What follows belongs to an exercise in optimizing a design on an open flow for small area and a short achievable clock period; a production flow would make more cautious choices. Where RTL was checked, it was by simulation tests only, not by an equivalence proof against the original. Power figures rest on the tool's default switching activity, not on a simulated workload.

== 03-06 ==
==> flow/design.v <==
module QPU_V(
  input clk,reset,RDY,
  input [15:0]IR,
  input IRQ1,IRQ2,
  input [7:0] A_result,
  input A_vin,A_cin,
  input [7:0] M_Din,
  input I1,I2,I3,I4,
  output [11:0] pc_out,
  output [9:0]  W_AddrO,
  output [7:0]  W_DoutO,
  output [9:0]  M_AddrO,
  output M_WEO,M_IO,
  output A_adc_sbc,A_cout,
  output [7:0] Op1,Op2,
  output [7:0] ST,OPS,RA,RF,RSP
);
reg        s1;
reg        OPSTR;
reg        IOMode,MWE0,MWEO,LAB7;
reg [3:0]  LWx;
reg [11:0] pc;
reg [9:0]  SP,RX,RY,WAddr;
reg [7:0]  Acc,Flags;
reg [7:0]  OP1R,OP2R;
reg        F1,F2;
reg [2:0]  COP_TYPE,IR_TYPE;
reg [7:0]  WSEL;
reg [2:0]  TT;
wire [2:0] IR_CMD = IR[14:12];
wire [3:0] IR_REG = IR[11:8];
wire [3:0] IR_REGB= IR[3:0];
wire [3:0] PK_REG = (IR_REG >4'b1001)? 4'b1000:IR_REG;
wire [3:0] PK_REGB= (IR_REGB>4'b1001)? 4'b1000:IR_REGB;
wire [7:0] WD_REST;
QPU_V_alu u_alu(.tt(TT), .sh(WSEL[4]), .in(WSEL[5]), .ac(WSEL[7]), .a(OP1R), .b(OP2R), .c(Flags[0]), .acc(Acc), .y(WD_REST));
wire [7:0] WD;
QPU_V_wdsel u_wdsel(.a(A_result), .s(WSEL[3]), .rest(WD_REST), .y(WD));
wire C_NEXT = WSEL[3] ? A_cin : WSEL[4] ? OP1R[0] : Flags[0];
wire OP_PSH_POP = (IR_TYPE[1:0]==2'b01) & ~LAB7 & COP_TYPE[2] & COP_TYPE[1];
wire [9:0] PBASE = ~s1 ? SP : (IR_TYPE==3'b110) ? RX : (IR_TYPE==3'b111) ? RY : SP;
wire       POP   = s1 & OP_PSH_POP & ~COP_TYPE[0];
wire [7:0] POFF  = IR[7:0] | {8{POP}};
wire [9:0] PDIFF = PBASE - {{2{POFF[7]}},POFF};
wire dec = ~s1 & ~IR[15];
reg [6:0]  n_OP_TYPE;
function [6:0] optype(input [2:0] cmd);
    case (cmd)
    3'b000: optype=7'b0000001;
    3'b001: optype=7'b0000010;
    3'b010: optype=7'b0000100;
    3'b011: optype=7'b0001000;
    3'b100: optype=7'b0010000;
    3'b101: optype=7'b0001000;
    3'b110: optype=7'b0100000;
    default: optype=7'b1000000;
    endcase
endfunction
always @* n_OP_TYPE=optype(IR_CMD);
wire [6:0] OP_TYPE = s1 ? optype(COP_TYPE) : {OPSTR, TT[2]&TT[0]&~TT[1], WSEL[5]|WSEL[4], WSEL[3], ~TT[2]&TT[1], TT[2]&TT[1], TT[2]&~TT[0]};
wire eq1  = (LWx==PK_REG);
wire eq2  = (LWx==PK_REGB);
wire r1f  = (IR_REG==4'b1001);
wire r1a  = IR_REG[3] | (IR_CMD>=3'b110);
wire r2   = (IR_REG[3:1]==3'b101);
wire r2f  = (IR_REGB==4'b1001);
wire r2a  = IR_REGB[3];
wire f1 = dec ? (~eq1 & ~r1f & ~r1a) : F1;
wire f2 = dec ? (r2 & ~eq2 & ~r2f & ~r2a) : F2;
wire [4:0] s_op1 = {~dec & ~F1,
                    dec & ~eq1 & ~r1f & r1a,
                    dec & ~eq1 & r1f,
                    dec & eq1,
                    f1};
wire [5:0] s_op2 = {~dec & ~F2,
                    dec & ~r2,
                    dec & r2 & ~eq2 & ~r2f & r2a,
                    dec & r2 & ~eq2 & r2f,
                    dec & r2 & eq2,
                    f2};
wire [7:0] n_OP1R, n_OP2R;
QPU_V_ao5 u_op1(.s(s_op1), .d0(M_Din), .d1(WD), .d2(Flags), .d3(Acc), .d4(OP1R), .y(n_OP1R));
QPU_V_ao6 u_op2(.s(s_op2), .d0(M_Din), .d1(WD), .d2(Flags), .d3(Acc), .d4(IR[7:0]), .d5(OP2R), .y(n_OP2R));
wire mem = (IR_REG>=4'b1100);
wire ext = (IR_CMD==3'b100) & (IR_REG>4'b1000);
wire       n_s1  = ~reset & dec & (mem | ext);
wire [6:0] n_OPT = reset ? 7'd0 : s1 ? optype(COP_TYPE) : IR[15] ? 7'd0 : n_OP_TYPE;
wire [7:0] n_WSEL = n_s1 ? 8'b10000000 :
                    {~|n_OPT[5:0], n_OPT[5], n_OPT[4]&IR[7], n_OPT[4]&~IR[7], n_OPT[3:0]};
always @(posedge clk)
begin
    LAB7<=IR[7];
    IR_TYPE<=IR[10:8];
    COP_TYPE<=IR[14:12];
    F1<=f1;
    F2<=f2;
    OP1R<= n_OP1R;
    OP2R<= n_OP2R;
    s1<=n_s1;
    OPSTR<=~n_s1 & n_OPT[6];
    WSEL<=n_WSEL;
    TT<={n_WSEL[0]|n_WSEL[1]|n_WSEL[6], n_WSEL[1]|n_WSEL[2], n_WSEL[1]|n_WSEL[2]|n_WSEL[6]};
    if (reset)
    begin
        IOMode<=1'b0;
        MWE0<=1'b0;
        MWEO<=1'b0;
        LWx<=4'b1111;
        pc<=12'd0;
        SP<=10'h100;
        RX<=10'd0;
        RY<=10'd0;
        Flags<=8'd0;
        Acc<=8'hA5;
    end
    else if (~s1)
    begin
        if (~IR[15])
        begin
            if (mem)
            begin
                case (IR[9:8])
                2'b00: WAddr<={2'd0,IR[7:0]};
                2'b01: WAddr<=PDIFF;
                2'b10: WAddr<=RX;
                2'b11: WAddr<=RY;
                endcase
                IOMode<=(IR[7:6]==2'b00);
                MWE0<=1'b0;
                MWEO<=(IR_CMD==3'b111);
                LWx<=4'b1000;
            end
            else
            begin
                WAddr<={6'd0,PK_REG};
                IOMode<=1'b0;
                MWE0<=~ext;
                MWEO<=~ext;
                if (~ext) pc<=pc+12'd1;
                LWx<=PK_REG;
            end
            if (MWE0)
            begin
                if (LWx==4'b1001)
                    Flags<=WD;
                else
                begin
                    if (LWx>=4'b1000)
                        Acc<=WD;
                    Flags[0]<=C_NEXT;
                    Flags[1]<=(WD==8'd0);
                    if (n_OP_TYPE[3])
                        Flags[2]<=A_vin;
                    Flags[3]<=WD[7];
                end
            end
        end
        else
        begin
            LWx<=4'b1110;
            MWE0<=1'b0;
            MWEO<=1'b0;
            pc<=pc+12'd1;
        end
    end
    else
    begin
        if (COP_TYPE==3'b100)
        begin
            if (IR_TYPE[2:1]==2'b01)
                SP<={M_Din[1:0],Acc};
            else if (IR_TYPE==3'b101)
                SP<=PDIFF;
            else if (IR_TYPE==3'b110)
                RX<=PDIFF;
            else if (IR_TYPE==3'b111)
                RY<=PDIFF;
            LWx<=4'b1110;
            MWE0<=1'b0;
            MWEO<=1'b0;
        end
        else if (COP_TYPE<3'b110)
        begin
            WAddr<=10'd8;
            LWx<=4'b1000;
            MWE0<=1'b1;
            MWEO<=1'b1;
        end
        else
        begin
            if (COP_TYPE==3'b110)
                Acc<=M_Din;
            LWx<=4'b1110;
            MWE0<=1'b0;
            MWEO<=1'b0;
        end
        if (OP_PSH_POP)
        begin
            if (COP_TYPE[0])
                SP<=WAddr;
            else
                SP<=PDIFF;
        end
        IOMode<=1'b0;
        pc<=pc+12'd1;
    end
end
assign pc_out=pc;
assign W_AddrO=WAddr;
QPU_V_maddr u_maddr(.s1(s1), .wa(WAddr), .ra(IR[11:8]), .rb(IR[3:0]), .y(M_AddrO));
assign W_DoutO=WD;
assign M_WEO=MWEO;
assign M_IO=IOMode;
assign A_adc_sbc=~COP_TYPE[2];
assign A_cout=Flags[0];
assign Op1=OP1R;
assign Op2=OP2R;
assign ST={LWx,F2,COP_TYPE};
assign OPS={1'b0,OP_TYPE};
assign RA=Acc;
assign RF=Flags;
assign RSP=SP[7:0];
endmodule
module QPU_V_wdsel(input [7:0] a, input s, input [7:0] rest, output [7:0] y);
assign y = ({8{s}} & a) | rest;
endmodule
module QPU_V_maddr(input s1, input [9:0] wa, input [3:0] ra, input [3:0] rb, output [9:0] y);
wire [3:0] pa = (ra>4'b1001) ? 4'b1000 : ra;
wire [3:0] pb = (rb>4'b1001) ? 4'b1000 : rb;
assign y = s1 ? wa : {6'd0, ra[3] ? pb : pa};
endmodule
module QPU_V_ao5(input [4:0] s, input [7:0] d0, d1, d2, d3, d4, output [7:0] y);
assign y = ({8{s[0]}} & d0) | ({8{s[1]}} & d1) | ({8{s[2]}} & d2) | ({8{s[3]}} & d3) | ({8{s[4]}} & d4);
endmodule
module QPU_V_ao6(input [5:0] s, input [7:0] d0, d1, d2, d3, d4, d5, output [7:0] y);
assign y = ({8{s[0]}} & d0) | ({8{s[1]}} & d1) | ({8{s[2]}} & d2) | ({8{s[3]}} & d3) | ({8{s[4]}} & d4) | ({8{s[5]}} & d5);
endmodule
module QPU_V_alu(input [2:0] tt, input sh, input in, input ac, input [7:0] a, input [7:0] b, input c, input [7:0] acc, output [7:0] y);
wire [7:0] cy = {&a[6:0], &a[5:0], &a[4:0], &a[3:0], &a[2:0], &a[1:0], a[0], 1'b1};
genvar i;
generate for (i=0; i<8; i=i+1) begin : g
    assign y[i] = (a[i] ? (b[i] ? tt[2] : tt[1]) : (b[i] & tt[0]))
                | (sh & ((i==7) ? c : a[(i+1)%8]))
                | (in & (a[i] ^ cy[i]))
                | (ac & acc[i]);
end endgenerate
endmodule
clock: 6.0 ns
lec_check: 0
cap_margin: 20
core_margin: 2
core_utilization: 40
setup_slack_margin: 3.0
slew_margin: 20
synth_hierarchical: 1
synth_minimum_keep_size: 0
tns_end_percent: 0
standard.sh (not shown) runs the stock make flow with config.mk's settings and CLKGATE_MAP_FILE= SYNTH_SCRIPT=/design/flow/synth_recipe.tcl, a recipe that flattens the netlist after the stock synthesis.
==> flow/flow/run.sh <==
#!/bin/bash
# Standard ORFS layout (the standard.sh, unchanged synthesis), with the
# port buffers made as sky130_fd_sc_hd__buf_1 instead of the resizer's pick,
# and a clock tree of clkbuf_8 without dummy loads.
set -euo pipefail
cd "$(dirname "$0")/.."
bash standard.sh "BUFFER_PORTS_ARGS=-buffer_cell sky130_fd_sc_hd__buf_1" \
  "CTS_ARGS=-sink_clustering_enable -repair_clock_nets -dont_use_dummy_load -buf_list sky130_fd_sc_hd__clkbuf_8 -root_buf sky130_fd_sc_hd__clkbuf_8" \
  finish > flow_make.log 2>&1
[inputs] 11-02 vs 03-06
-- flow/design.v --
<<< 03-06, line 27
reg [2:0]  COP_TYPE,IR_TYPE;
reg [7:0]  WSEL;
reg [2:0]  TT;
wire [2:0] IR_CMD = IR[14:12];
wire [3:0] IR_REG = IR[11:8];
>>> 11-02, line 27
reg [2:0]  COP_TYPE,IR_TYPE;
reg [7:0]  WSEL;
wire [2:0] IR_CMD = IR[14:12];
wire [3:0] IR_REG = IR[11:8];
<<< 03-06, line 33
wire [3:0] PK_REG = (IR_REG >4'b1001)? 4'b1000:IR_REG;
wire [3:0] PK_REGB= (IR_REGB>4'b1001)? 4'b1000:IR_REGB;
wire [7:0] WD_REST;
QPU_V_alu u_alu(.tt(TT), .sh(WSEL[4]), .in(WSEL[5]), .ac(WSEL[7]), .a(OP1R), .b(OP2R), .c(Flags[0]), .acc(Acc), .y(WD_REST));
wire [7:0] WD;
QPU_V_wdsel u_wdsel(.a(A_result), .s(WSEL[3]), .rest(WD_REST), .y(WD));
wire C_NEXT = WSEL[3] ? A_cin : WSEL[4] ? OP1R[0] : Flags[0];
wire OP_PSH_POP = (IR_TYPE[1:0]==2'b01) & ~LAB7 & COP_TYPE[2] & COP_TYPE[1];
wire [9:0] PBASE = ~s1 ? SP : (IR_TYPE==3'b110) ? RX : (IR_TYPE==3'b111) ? RY : SP;
wire       POP   = s1 & OP_PSH_POP & ~COP_TYPE[0];
wire [7:0] POFF  = IR[7:0] | {8{POP}};
wire [9:0] PDIFF = PBASE - {{2{POFF[7]}},POFF};
wire dec = ~s1 & ~IR[15];
reg [6:0]  n_OP_TYPE;
function [6:0] optype(input [2:0] cmd);
>>> 11-02, line 32
wire [3:0] PK_REG = (IR_REG >4'b1001)? 4'b1000:IR_REG;
wire [3:0] PK_REGB= (IR_REGB>4'b1001)? 4'b1000:IR_REGB;
wire [7:0] OP_INC = OP1R+8'd1;
wire [7:0] WD_REST = ({8{WSEL[0]}} & (OP1R & OP2R))
                   | ({8{WSEL[1]}} & (OP1R | OP2R))
                   | ({8{WSEL[2]}} & (OP1R ^ OP2R))
                   | ({8{WSEL[4]}} & {Flags[0],OP1R[7:1]})
                   | ({8{WSEL[5]}} & OP_INC)
                   | ({8{WSEL[6]}} & OP2R)
                   | ({8{WSEL[7]}} & Acc);
wire [7:0] WD;
QPU_V_wdsel u_wdsel(.a(A_result), .s(WSEL[3]), .rest(WD_REST), .y(WD));
wire C_NEXT = WSEL[3] ? A_cin : WSEL[4] ? OP1R[0] : Flags[0];
wire [9:0] PBASE = ~s1 ? SP : (IR_TYPE==3'b110) ? RX : (IR_TYPE==3'b111) ? RY : SP;
wire [9:0] PDIFF = PBASE - {{2{IR[7]}},IR[7:0]};
wire dec = ~s1 & ~IR[15];
wire OP_PSH_POP = (IR_TYPE[1:0]==2'b01) & ~LAB7 & COP_TYPE[2] & COP_TYPE[1];
reg [6:0]  n_OP_TYPE;
function [6:0] optype(input [2:0] cmd);
<<< 03-06, line 58
endfunction
always @* n_OP_TYPE=optype(IR_CMD);
wire [6:0] OP_TYPE = s1 ? optype(COP_TYPE) : {OPSTR, TT[2]&TT[0]&~TT[1], WSEL[5]|WSEL[4], WSEL[3], ~TT[2]&TT[1], TT[2]&TT[1], TT[2]&~TT[0]};
wire eq1  = (LWx==PK_REG);
wire eq2  = (LWx==PK_REGB);
>>> 11-02, line 61
endfunction
always @* n_OP_TYPE=optype(IR_CMD);
wire [6:0] OP_TYPE = s1 ? optype(COP_TYPE) : {OPSTR, WSEL[6], WSEL[5]|WSEL[4], WSEL[3:0]};
wire eq1  = (LWx==PK_REG);
wire eq2  = (LWx==PK_REGB);
<<< 03-06, line 100
    OPSTR<=~n_s1 & n_OPT[6];
    WSEL<=n_WSEL;
    TT<={n_WSEL[0]|n_WSEL[1]|n_WSEL[6], n_WSEL[1]|n_WSEL[2], n_WSEL[1]|n_WSEL[2]|n_WSEL[6]};
    if (reset)
    begin
>>> 11-02, line 103
    OPSTR<=~n_s1 & n_OPT[6];
    WSEL<=n_WSEL;
    if (reset)
    begin
<<< 03-06, line 200
                SP<=WAddr;
            else
                SP<=PDIFF;
        end
        IOMode<=1'b0;
>>> 11-02, line 202
                SP<=WAddr;
            else
                SP<=SP+10'd1;
        end
        IOMode<=1'b0;
<<< 03-06, line 236
assign y = ({8{s[0]}} & d0) | ({8{s[1]}} & d1) | ({8{s[2]}} & d2) | ({8{s[3]}} & d3) | ({8{s[4]}} & d4) | ({8{s[5]}} & d5);
endmodule
module QPU_V_alu(input [2:0] tt, input sh, input in, input ac, input [7:0] a, input [7:0] b, input c, input [7:0] acc, output [7:0] y);
wire [7:0] cy = {&a[6:0], &a[5:0], &a[4:0], &a[3:0], &a[2:0], &a[1:0], a[0], 1'b1};
genvar i;
generate for (i=0; i<8; i=i+1) begin : g
    assign y[i] = (a[i] ? (b[i] ? tt[2] : tt[1]) : (b[i] & tt[0]))
                | (sh & ((i==7) ? c : a[(i+1)%8]))
                | (in & (a[i] ^ cy[i]))
                | (ac & acc[i]);
end endgenerate
endmodule
>>> 11-02, line 238
assign y = ({8{s[0]}} & d0) | ({8{s[1]}} & d1) | ({8{s[2]}} & d2) | ({8{s[3]}} & d3) | ({8{s[4]}} & d4) | ({8{s[5]}} & d5);
endmodule
Results
Having completed the whole flow, 11-02 delivered a layout that passed the timing, DRC and antenna checks.
~same maximum buffer depth of the clock tree in 11-02 and 03-06
Count of unique library cells instantiated by Yosys in 11-02 vs 03-06: up about 4%
Data-path buffer share of cell area in the final layout essentially unchanged between 11-02 and 03-06.
Post-placement setup slack delta (11-02 − 03-06): favourable
03-06 ended up with met2 as its layer carrying the most global-route usage; 11-02 ended up with met1.
11-02 vs. 03-06: xor and xnor fraction of the mapped netlist area saw an increase, met1 routed wirelength after detailed routing went up.
11-02 vs 03-06 on global-route wire length before repair: 11-02 is the higher one.
Path depth of the worst reg2reg path, 11-02 and 03-06: higher on 03-06
Compare 11-02 and 03-06 | worst setup slack after layout lower: 03-06
Re total via count in the routed design: 03-06 was lower than 11-02.
Looking at relative contribution of combinational cells to total power, 11-02 sits above 03-06.
The RTL of 11-02 was laid out without a check of its function.

static timing again, ports no longer ideal:
How much do the figures lean on ideal ports? The routed layouts below were timed once more, with nothing changed but the port constraints.
Step 1 assumes that a clkbuf_16 drives the clock port and a buf_2 every other input.
Step 2 times the ports against the registers' clock, not the clock port: input delays grow and output delays shrink by t, the midpoint of the rising clock arrivals with the driver on.
a / b / c = ideal / step 1 / step 2; a / b = the first two.
| run | shift t [ns] | setup slack, ns | latest minus earliest clock arrival (ns) | cell pins on the clock port's net |
|---|---|---|---|---|
| 03-06 | 0.435 | 2.739 / 2.705 / 2.400 | 0.031 / 0.031 | 1 |
| 11-02 | 0.413 | 2.805 / 2.765 / 2.469 | 0.027 / 0.027 | 1 |
After both steps every run listed still meets setup and hold. The setup slack of 03-06, which loses most, moves by -0.034 ns with the drivers and by -0.339 ns with both steps.
